Source: an optimization exercise on an open RTL-to-GDS flow (aim: small area, a short achievable clock period and few clock cycles). Production flows keep margins and buffers that such runs may drop.
Where RTL was checked, it was by simulation tests only, not by an equivalence proof against the original.
The clock port is modelled as an ideal driver; clocking choices that lean on that would not hold on a real chip.
Power is estimated from default activity; no workload was simulated.

## lagoon
// mips
module mips(
	input wire clk,
	input wire rst,
	output wire [31:0] INST_ADDR,
	input wire [31:0] INST_DATA,
	output wire [31:0] DMEM_ADDR,
	output wire DMEM_WE,
	output wire [31:0] DMEM_WDATA,
	input wire [31:0] DMEM_RDATA
	);
For scale: roughly 160 I/O pins, roughly 63000 sq um of cells after synthesis.
Settings: LEC_CHECK=0, CAP_MARGIN=20, CORE_MARGIN=2, CORE_UTILIZATION=40, SLEW_MARGIN=20, SYNTH_HIERARCHICAL=1, SYNTH_MINIMUM_KEEP_SIZE=0; clock period 10.0 ns.
standard.sh (not shown) runs the stock make flow with config.mk's settings and CLKGATE_MAP_FILE= SYNTH_SCRIPT=/design/flow/synth_recipe.tcl, a recipe that flattens the netlist after the stock synthesis.
==> flow/flow/run.sh <==
#!/bin/bash
set -euo pipefail
MARGIN=6.5
bash standard.sh synth > synth.log 2>&1
SYNTH_ODB=orfs/results/sky130hd/mips/base/1_synth.odb openroad -no_init -exit flow/downsize.tcl > downsize.log 2>&1
bash standard.sh SETUP_SLACK_MARGIN=$MARGIN "CTS_ARGS=-sink_clustering_enable -repair_clock_nets -dont_use_dummy_load -buf_list {sky130_fd_sc_hd__clkbuf_4 sky130_fd_sc_hd__clkbuf_8} -sink_clustering_size 30" finish > layout.log 2>&1
==> flow/flow/downsize.tcl <==
# Set every combinational cell that synthesis mapped to a larger drive
# strength back to its smallest variant; the timing repair later in the flow
# sizes up the cells that need it.
set odb $::env(SYNTH_ODB)
read_db $odb
set db [ord::get_db]
set n 0
foreach inst [[ord::get_db_block] getInsts] {
  set m [$inst getMaster]
  set name [$m getName]
  if {[regexp {^sky130_fd_sc_hd__(df|edf|sdf|dl|sdl|conb|tap|fill|decap|diode)} $name]} { continue }
  if {[regexp {^(sky130_fd_sc_hd__[a-z0-9]+)_([0-9]+)$} $name -> base size] && $size > 1} {
    foreach s {1 0} {
      set nm [$db findMaster ${base}_$s]
      if {$nm ne "NULL" && $nm ne ""} {
        $inst swapMaster $nm
        incr n
        break
      }
    }
  }
}
puts "downsized $n cells"
write_db $odb
Testbench counts of lagoon, summed over its fixed seeds: cycles 75,343.
Here is what was changed in the inputs of harbor compared with lagoon.
==> flow/flow/run.sh <==
#!/bin/bash
set -euo pipefail
MARGIN=6
bash standard.sh synth > synth.log 2>&1
SYNTH_ODB=orfs/results/sky130hd/mips/base/1_synth.odb openroad -no_init -exit flow/downsize.tcl > downsize.log 2>&1
bash standard.sh SETUP_SLACK_MARGIN=$MARGIN finish > layout.log 2>&1
### Flow results
harbor | stages: all done | timing, DRC, antenna: all pass. Cmp harbor and lagoon / peak supply drop / higher: harbor. In the metrics for harbor and lagoon, the one carrying the higher number of buffers added by the clock tree synthesis step is lagoon. Critical path required time: harbor vs lagoon down 0.32 ns.
Changes in zinc relative to harbor:
==> flow/flow/run.sh <==
#!/bin/bash
set -euo pipefail
MARGIN=6.5
bash standard.sh synth > synth.log 2>&1
SYNTH_ODB=orfs/results/sky130hd/mips/base/1_synth.odb openroad -no_init -exit flow/downsize.tcl > downsize.log 2>&1
bash standard.sh SETUP_SLACK_MARGIN=$MARGIN "CTS_ARGS=-sink_clustering_enable -repair_clock_nets -dont_use_dummy_load" finish > layout.log 2>&1
- zinc went all the way through synthesis, placement and routing and the layout is clean on timing, DRC and antenna.
- Diff harbor -> zinc: data required time at the worst endpoint ~0 delta; cell area +about 0.45%; internal power component -5.6%; final critical-path required period -0.50 ns.
- Relative contribution of combinational cells to total power (zinc over harbor): increase, 3.8 points
- The destination of the critical timing path comes out e_a[2]$_DFF_P_ in one run and pc[19]$_DFFE_PP0P_ in the other, namely in harbor and zinc respectively.
- Side by side, final period utilization turned out lower in zinc than in harbor.
- Compared with harbor, zinc shows a final-layout clock buffer total that is 34% lower.
- Going from harbor to zinc, wire length shrinks by about 0.7%.
- Cmp zinc vs harbor: portion of total power attributed to the clock network lower in zinc
- Against harbor, zinc comes in 1.9 points lower on clock buffer and inverter area fraction after layout.
- Critical path's largest stage delay in zinc is 0.30 ns lower than in harbor

---

JK:
mips, a different RTL version from the one above (not shown whole).
Size: about 6600 cells after synthesis, ~160 I/O pins, about 64000 µm² of cells after synthesis.
## mips
module mips(
	input wire clk,
	input wire rst,
	output wire [31:0] INST_ADDR,
	input wire [31:0] INST_DATA,
	output wire [31:0] DMEM_ADDR,
	output wire DMEM_WE,
	output wire [31:0] DMEM_WDATA,
	input wire [31:0] DMEM_RDATA
	);
	genvar gk, gb;
	reg  [31:0] pc;
	reg  [31:0] ras;
	reg         e_ld, e_st, e_br, e_bx, e_jr;      
	reg         e_cst;                   
	reg  [4:0]  e_rd;                    
	reg         e_fa_lo, e_fa_hi;
	reg         c_ab, c_mb, c_am, c_mm;
	reg         j_a, j_m;                
	reg         e_fb;                    
	reg         x_b, x_bn, x_m, x_mn, x_i, x_in;
	reg         h_b, h_br, h_m, h_mr;
	reg         e_sub;                   
	reg         s_m, s_a, s_c;
	reg         r_add, r_slt, r_and, r_or, r_xor, r_nor, r_srl, r_sll, r_b;
	reg         e_sra;
	reg  [4:0]  e_sa;
	reg  [31:0] e_a, e_b;
	reg  [31:0] e_x;
	reg         m_we, m_ld;
	reg  [4:0]  m_rd;
	reg  [31:0] m_res, m_wd;
	reg  [31:0] rf [1:31];
	reg  [31:1] rf_v;
	wire [31:0] fa = {{16{e_fa_hi}}, {16{e_fa_lo}}};
	wire [31:0] a = (fa & m_res) | (~fa & e_a);
	wire [31:0] bx = ({32{x_b}} & e_b) | ({32{x_bn}} & ~e_b)
	               | ({32{x_m}} & m_res) | ({32{x_mn}} & ~m_res)
	               | ({32{x_i}} & e_x) | ({32{x_in}} & ~e_x);
	wire [4:0]  sa;
	generate for (gb = 0; gb < 5; gb = gb + 1) begin : sam
		wire n0, n1, n2;
  ...
==> flow/config.mk <==
export PLATFORM = sky130hd
export DESIGN_NAME = mips
export DESIGN_NICKNAME = mips
export VERILOG_FILES = /design/flow/design.v
export SDC_FILE = /design/flow/constraint.sdc
export NUM_CORES = 8
export LEC_CHECK = 0
export CAP_MARGIN = 20
export CORE_MARGIN = 2
export CORE_UTILIZATION = 40
export PLACE_DENSITY = 0.65
export SLEW_MARGIN = 20
export SYNTH_HIERARCHICAL = 1
export SYNTH_MINIMUM_KEEP_SIZE = 0
==> flow/constraint.sdc <==
create_clock -name core_clock -period 10.0 [get_ports {clk}]
set_input_delay 2.0000 -clock core_clock [delete_from_list [all_inputs] [get_ports {clk}]]
set_output_delay 2.0000 -clock core_clock [all_outputs]
set_load 0.01 [all_outputs]
==> flow/flow/run.sh <==
#!/bin/bash
set -euo pipefail
MARGIN=6.5
bash standard.sh synth > synth.log 2>&1
SYNTH_ODB=orfs/results/sky130hd/mips/base/1_synth.odb openroad -no_init -exit flow/downsize.tcl > downsize.log 2>&1
bash standard.sh SETUP_SLACK_MARGIN=$MARGIN "CTS_ARGS=-sink_clustering_enable -repair_clock_nets -dont_use_dummy_load -buf_list sky130_fd_sc_hd__clkbuf_8 -sink_clustering_size 20" finish > layout.log 2>&1
Scripts as last shown in full above: flow/flow/downsize.tcl
Testbench counts of JK, summed over its fixed seeds: cycles 74,576.
Inputs modified between JK and MS:
Settings: swapping 0.65 for 0.7 in PLACE_DENSITY.
-- flow/flow/run.sh --
<<< JK, line 2
set -euo pipefail
MARGIN=6.5
bash standard.sh synth > synth.log 2>&1
>>> MS, line 2
set -euo pipefail
MARGIN=6.6
bash standard.sh synth > synth.log 2>&1
[summary]
~same clock-pin slew on the worst setup and hold paths in JK and MS
Per the comparison of MS with JK, routed wire length decreased 11000 µm, critical path data arrival time decreased 2810 ps.
> inputs changed (MS -> AL)
Settings: PLACE_DENSITY changed from 0.7 to 0.75.
-- flow/flow/run.sh --
<<< MS, line 2
set -euo pipefail
MARGIN=6.6
bash standard.sh synth > synth.log 2>&1
>>> AL, line 2
set -euo pipefail
MARGIN=6.5
bash standard.sh synth > synth.log 2>&1
## What came out
AL reached the end of the flow, and the finished layout is clean on the timing, DRC and antenna checks.
Of the two values seen for last element of the critical path, INST_ADDR[30] was produced by MS and e_b[25] by AL.
AL ended with less relative area of non-clock buffer cells in the final design than MS.
MS -> AL: clock power flat
Detailed placement HPWL: MS vs AL, no meaningful difference
Worst-skew pair later-pin latency: lower on AL
Sort MS and AL by global-route met1 utilization, descending, and MS comes first.
Changes observed in AL relative to MS: footprint of the multi-input gates shrank by 0.85%; total power held steady; number of cells in the design after placement held steady; fraction of power consumed by the clock network held steady.
The via count normalized by instance count in AL was lower than what MS gave.
--- input diff AL..TR ---
Settings: PLACE_DENSITY removed (was 0.75).
==> flow/flow/run.sh <==
#!/bin/bash
set -euo pipefail
MARGIN=6.75
bash standard.sh synth > synth.log 2>&1
SYNTH_ODB=orfs/results/sky130hd/mips/base/1_synth.odb openroad -no_init -exit flow/downsize.tcl > downsize.log 2>&1
bash standard.sh SETUP_SLACK_MARGIN=$MARGIN "CTS_ARGS=-sink_clustering_enable -repair_clock_nets -dont_use_dummy_load -buf_list sky130_fd_sc_hd__clkbuf_8 -sink_clustering_size 20" "BUFFER_PORTS_ARGS=-buffer_cell sky130_fd_sc_hd__buf_2" \
  MATCH_CELL_FOOTPRINT=0 "SETUP_MOVE_SEQUENCE=unbuffer,sizeup,swap" finish > layout.log 2>&1
==> comparison <==
- Of the two candidates, AL has the worse cell internal power dissipation and TR the better one.
- Compared with AL, TR shows a higher share of the core filled with cells in the final layout.
- Comparing AL against TR, there is no change at all in count of antenna-violating nets left after detailed routing.
- Compared with AL, TR shows a higher routed wire length.
- Side by side, slew at the pin with the worst max-slew slack turned out lower in TR than in AL.
- Cmp AL and TR / final hold slack / higher: TR
- Against AL, TR comes in 1.9 points higher on global routing usage summed across all routing layers.
- On share of total power in combinational logic: between AL and TR, it ends up lower for TR.
- Higher normalized max-slew margin among AL and TR: TR
- Max freq AL -> TR: degraded
- Of AL and TR, the run reporting the higher power attributed to sequential cells was TR.
#### Input delta (PW over TR)
==> flow/flow/run.sh <==
#!/bin/bash
set -euo pipefail
MARGIN=6.4
bash standard.sh synth > synth.log 2>&1
SYNTH_ODB=orfs/results/sky130hd/mips/base/1_synth.odb openroad -no_init -exit flow/downsize.tcl > downsize.log 2>&1
export RC_SCALE=1.1
H=$PWD/flow/rcscale.tcl
bash standard.sh SETUP_SLACK_MARGIN=$MARGIN "CTS_ARGS=-sink_clustering_enable -repair_clock_nets -dont_use_dummy_load -buf_list sky130_fd_sc_hd__clkbuf_8 -sink_clustering_size 20" \
  PRE_FLOORPLAN_TCL=$H PRE_GLOBAL_PLACE_TCL=$H PRE_RESIZE_TCL=$H PRE_CTS_TCL=$H PRE_GLOBAL_ROUTE_TCL=$H \
  finish > layout.log 2>&1
==> flow/flow/rcscale.tcl (new file) <==
set k $::env(RC_SCALE)
foreach {layer c r} {
  li1  1.499e-04   7.176e-02
  met1 1.72375e-04 8.929e-04
  met2 1.36233e-04 8.929e-04
  met3 2.14962e-04 1.567e-04
  met4 1.48128e-04 1.567e-04
  met5 1.54087e-04 1.781e-05
} {
  set_layer_rc -layer $layer -capacitance [expr {$c * $k}] -resistance [expr {$r * $k}]
}
set_wire_rc -signal -layer met1
set_wire_rc -clock -layer met3
[summary]
Re all-layer global routing usage: PW is 0.93 points up on TR. Peak supply drop delta for PW relative to TR: about 5.6% higher. Between TR and PW, the number of placed instances with taps included does not differ in any meaningful way. Number of non-clock buffers is lower on TR. Relative max-transition margin is lower on PW. Clock latency on the worst-skew pair on PW is up relative to TR.

---

mips, a different RTL version from the one above (not shown whole).
Size in the first run: about 6000 cells after synthesis, about 1300 flip-flops.
==> flow/config.mk <==
export PLATFORM = sky130hd
export DESIGN_NAME = mips
export DESIGN_NICKNAME = mips
export VERILOG_FILES = /design/flow/design.v
export SDC_FILE = /design/flow/constraint.sdc
export NUM_CORES = 8
export LEC_CHECK = 0
export CAP_MARGIN = 20
export CORE_MARGIN = 2
export CORE_UTILIZATION = 40
export SLEW_MARGIN = 20
export SYNTH_HIERARCHICAL = 1
export SYNTH_MINIMUM_KEEP_SIZE = 0
==> flow/constraint.sdc <==
create_clock -name core_clock -period 10.0 [get_ports {clk}]
set_input_delay 2.0000 -clock core_clock [delete_from_list [all_inputs] [get_ports {clk}]]
set_output_delay 2.0000 -clock core_clock [all_outputs]
set_load 0.01 [all_outputs]
==> flow/flow/run.sh <==
#!/bin/bash
set -euo pipefail
MARGIN=7
bash standard.sh synth > synth.log 2>&1
bash standard.sh SETUP_SLACK_MARGIN=$MARGIN finish > layout.log 2>&1
==> next run, changes <==
==> flow/run.sh (new file) <==
#!/bin/bash
# synth_recipe.tcl (not shown) runs the flow's synth.tcl, then flattens the netlist and writes it again
# the make line also repeats each setting of config.mk as NAME=value (left out here)
make -C /OpenROAD-flow-scripts/flow DESIGN_CONFIG=/design/flow/config.mk WORK_HOME=/design/flow/orfs CLKGATE_MAP_FILE= SYNTH_SCRIPT=/design/flow/synth_recipe.tcl finish
--- a/flow/config.mk
+++ b/flow/config.mk
@@ -9,4 +9,5 @@
 export CORE_MARGIN = 2
 export CORE_UTILIZATION = 40
+export SETUP_SLACK_MARGIN = 5
 export SLEW_MARGIN = 20
 export SYNTH_HIERARCHICAL = 1
removed: flow/flow/run.sh
removed: flow/standard.sh
=>
- The new run finished with timing, DRC and antenna clean
- core utilization falls by 8.4 points
- clock power rises by about 1%
- non-clock buffer count falls by 656
- sequential power rises by about 2%
- via count falls by 8.9%
- global-route usage falls by 4.4 points
- design area falls by 15%
- register-to-register slack gets worse by 0.71 ns
- wire length falls by 13%
- count of clock-buffer cells in the layout rises by 11
- fmax falls by 14%
Function was not checked in any run of this note: the RTL went through the layout flow alone.

---

Another version of the RTL of mips (not shown whole).
Size: about 6700 cells after synthesis.
clock: 10.0 ns
lec_check: 0
cap_margin: 20
core_margin: 2
core_utilization: 40
slew_margin: 20
synth_hierarchical: 1
synth_minimum_keep_size: 0
==> flow/flow/run.sh <==
#!/bin/bash
set -euo pipefail
MARGIN=6.5
bash standard.sh synth > synth.log 2>&1
SYNTH_ODB=orfs/results/sky130hd/mips/base/1_synth.odb openroad -no_init -exit flow/presize.tcl > presize.log 2>&1
bash standard.sh SETUP_SLACK_MARGIN=$MARGIN MATCH_CELL_FOOTPRINT=0 "CTS_ARGS=-sink_clustering_enable -repair_clock_nets -dont_use_dummy_load" finish > layout.log 2>&1
==> flow/flow/presize.tcl <==
# Initial sizing of the combinational cells after the standard synthesis:
# each cell gets the drive strength its fanout asks for (smallest for one or
# a few loads, larger for wide nets); timing repair later in the flow sizes
# up what still needs it.
set odb $::env(SYNTH_ODB)
read_db $odb
set db [ord::get_db]
set n 0
foreach inst [[ord::get_db_block] getInsts] {
  set m [$inst getMaster]
  set name [$m getName]
  if {[regexp {^sky130_fd_sc_hd__(df|edf|sdf|dl|sdl|conb|tap|fill|decap|diode)} $name]} { continue }
  if {![regexp {^(sky130_fd_sc_hd__[a-z0-9]+)_([0-9]+)$} $name -> base size]} { continue }
  set fo 0
  foreach it [$inst getITerms] {
    if {[$it isOutputSignal]} {
      set net [$it getNet]
      if {$net ne "NULL" && $net ne ""} {
        set fo [expr {max($fo, [llength [$net getITerms]] + [llength [$net getBTerms]] - 1)}]
      }
    }
  }
  if {$fo >= 12} { set want {4 2 1 0} } elseif {$fo >= 5} { set want {2 1 0} } else { set want {1 0} }
  foreach s $want {
    set nm [$db findMaster ${base}_$s]
    if {$nm ne "NULL" && $nm ne ""} {
      if {[$nm getName] ne $name} { $inst swapMaster $nm; incr n }
      break
    }
  }
}
puts "resized $n cells"
write_db $odb
The starting point finished with timing, DRC and antenna clean.
==> next run, changes <==
==> flow/flow/run.sh (replaced) <==
#!/bin/bash
set -euo pipefail
MARGIN=6.5
bash standard.sh synth > synth.log 2>&1
SYNTH_ODB=orfs/results/sky130hd/mips/base/1_synth.odb openroad -no_init -exit flow/presize.tcl > presize.log 2>&1
bash standard.sh SETUP_SLACK_MARGIN=$MARGIN MATCH_CELL_FOOTPRINT=0 "CTS_ARGS=-sink_clustering_enable -repair_clock_nets -dont_use_dummy_load -buf_list sky130_fd_sc_hd__clkbuf_8 -sink_clustering_size 20" finish > layout.log 2>&1
After rerunning: Clock skew is higher by 38 ps; cell count is higher by 0.77%; setup slack improves by 79 ps; design area is lower by about 1.3%; utilization is lower by 0.59 points; die area does not change; area after synthesis does not change; global-route usage is higher by 0.13 points; total power is lower by about 4.5%; register-to-register slack improves by 80 ps.
Function was not checked in any run of this note: the RTL went through the layout flow alone.

port drivers added, routing unchanged:
How much do the figures lean on ideal ports? The routed layouts below were timed once more, with nothing changed but the port constraints.
Step 1 (the two cells are an assumption about what drives the block):
set clk [get_ports {clk}]
set_driving_cell -lib_cell sky130_fd_sc_hd__clkbuf_16 $clk
set_driving_cell -lib_cell sky130_fd_sc_hd__buf_2 [delete_from_list [all_inputs] $clk]
Step 2 adds t to the input delays and takes it off the output delays; t is the mean of the earliest and latest rising clock arrival at the registers after step 1. Input paths then give back, and output paths get back, about the clock's delay inside the block.
Slacks: ideal / step 1 / step 2; pairs: ideal / step 1.
| run | t (ns) | setup WS [ns] | worst hold slack (ns) | worst register clock-pin slew, ns |
|---|---|---|---|---|
| lagoon | 0.996 | 6.368 / 6.294 / 5.298 | 0.359 / 0.359 / 0.359 | 0.07 / 0.07 |
| harbor | 0.875 | 5.834 / 5.877 / 5.002 | 0.387 / 0.387 / 0.387 | 0.07 / 0.07 |
| zinc | 0.856 | 6.330 / 6.336 / 5.481 | 0.359 / 0.359 / 0.359 | 0.07 / 0.07 |
| JK | 1.050 | 6.356 / 6.280 / 5.274 | 0.343 / 0.343 / 0.343 | 0.07 / 0.07 |
| MS | 1.016 | 6.383 / 6.306 / 5.469 | 0.432 / 0.432 / 0.432 | 0.07 / 0.07 |
| AL | 1.002 | 6.316 / 6.316 / 5.321 | 0.357 / 0.357 / 0.357 | 0.07 / 0.07 |
| TR | 1.025 | 5.996 / 6.057 / 5.032 | 0.368 / 0.368 / 0.368 | 0.07 / 0.07 |
| PW | 1.076 | 6.226 / 6.220 / 5.144 | 0.346 / 0.346 / 0.346 | 0.07 / 0.07 |
| the first run of note 3 | 0.873 | 5.755 / 5.755 / 5.146 | 0.350 / 0.350 / 0.350 | 0.07 / 0.07 |
| the second run of note 3 | 0.873 | 5.040 / 5.040 / 4.213 | 0.363 / 0.363 / 0.363 | 0.07 / 0.07 |
| the first run of note 4 | 0.882 | 6.334 / 6.334 / 5.543 | 0.446 / 0.446 / 0.446 | 0.06 / 0.06 |
| the second run of note 4 | 1.052 | 6.412 / 6.412 / 5.457 | 0.447 / 0.447 / 0.447 | 0.07 / 0.07 |
After both steps every run listed still meets setup and hold.
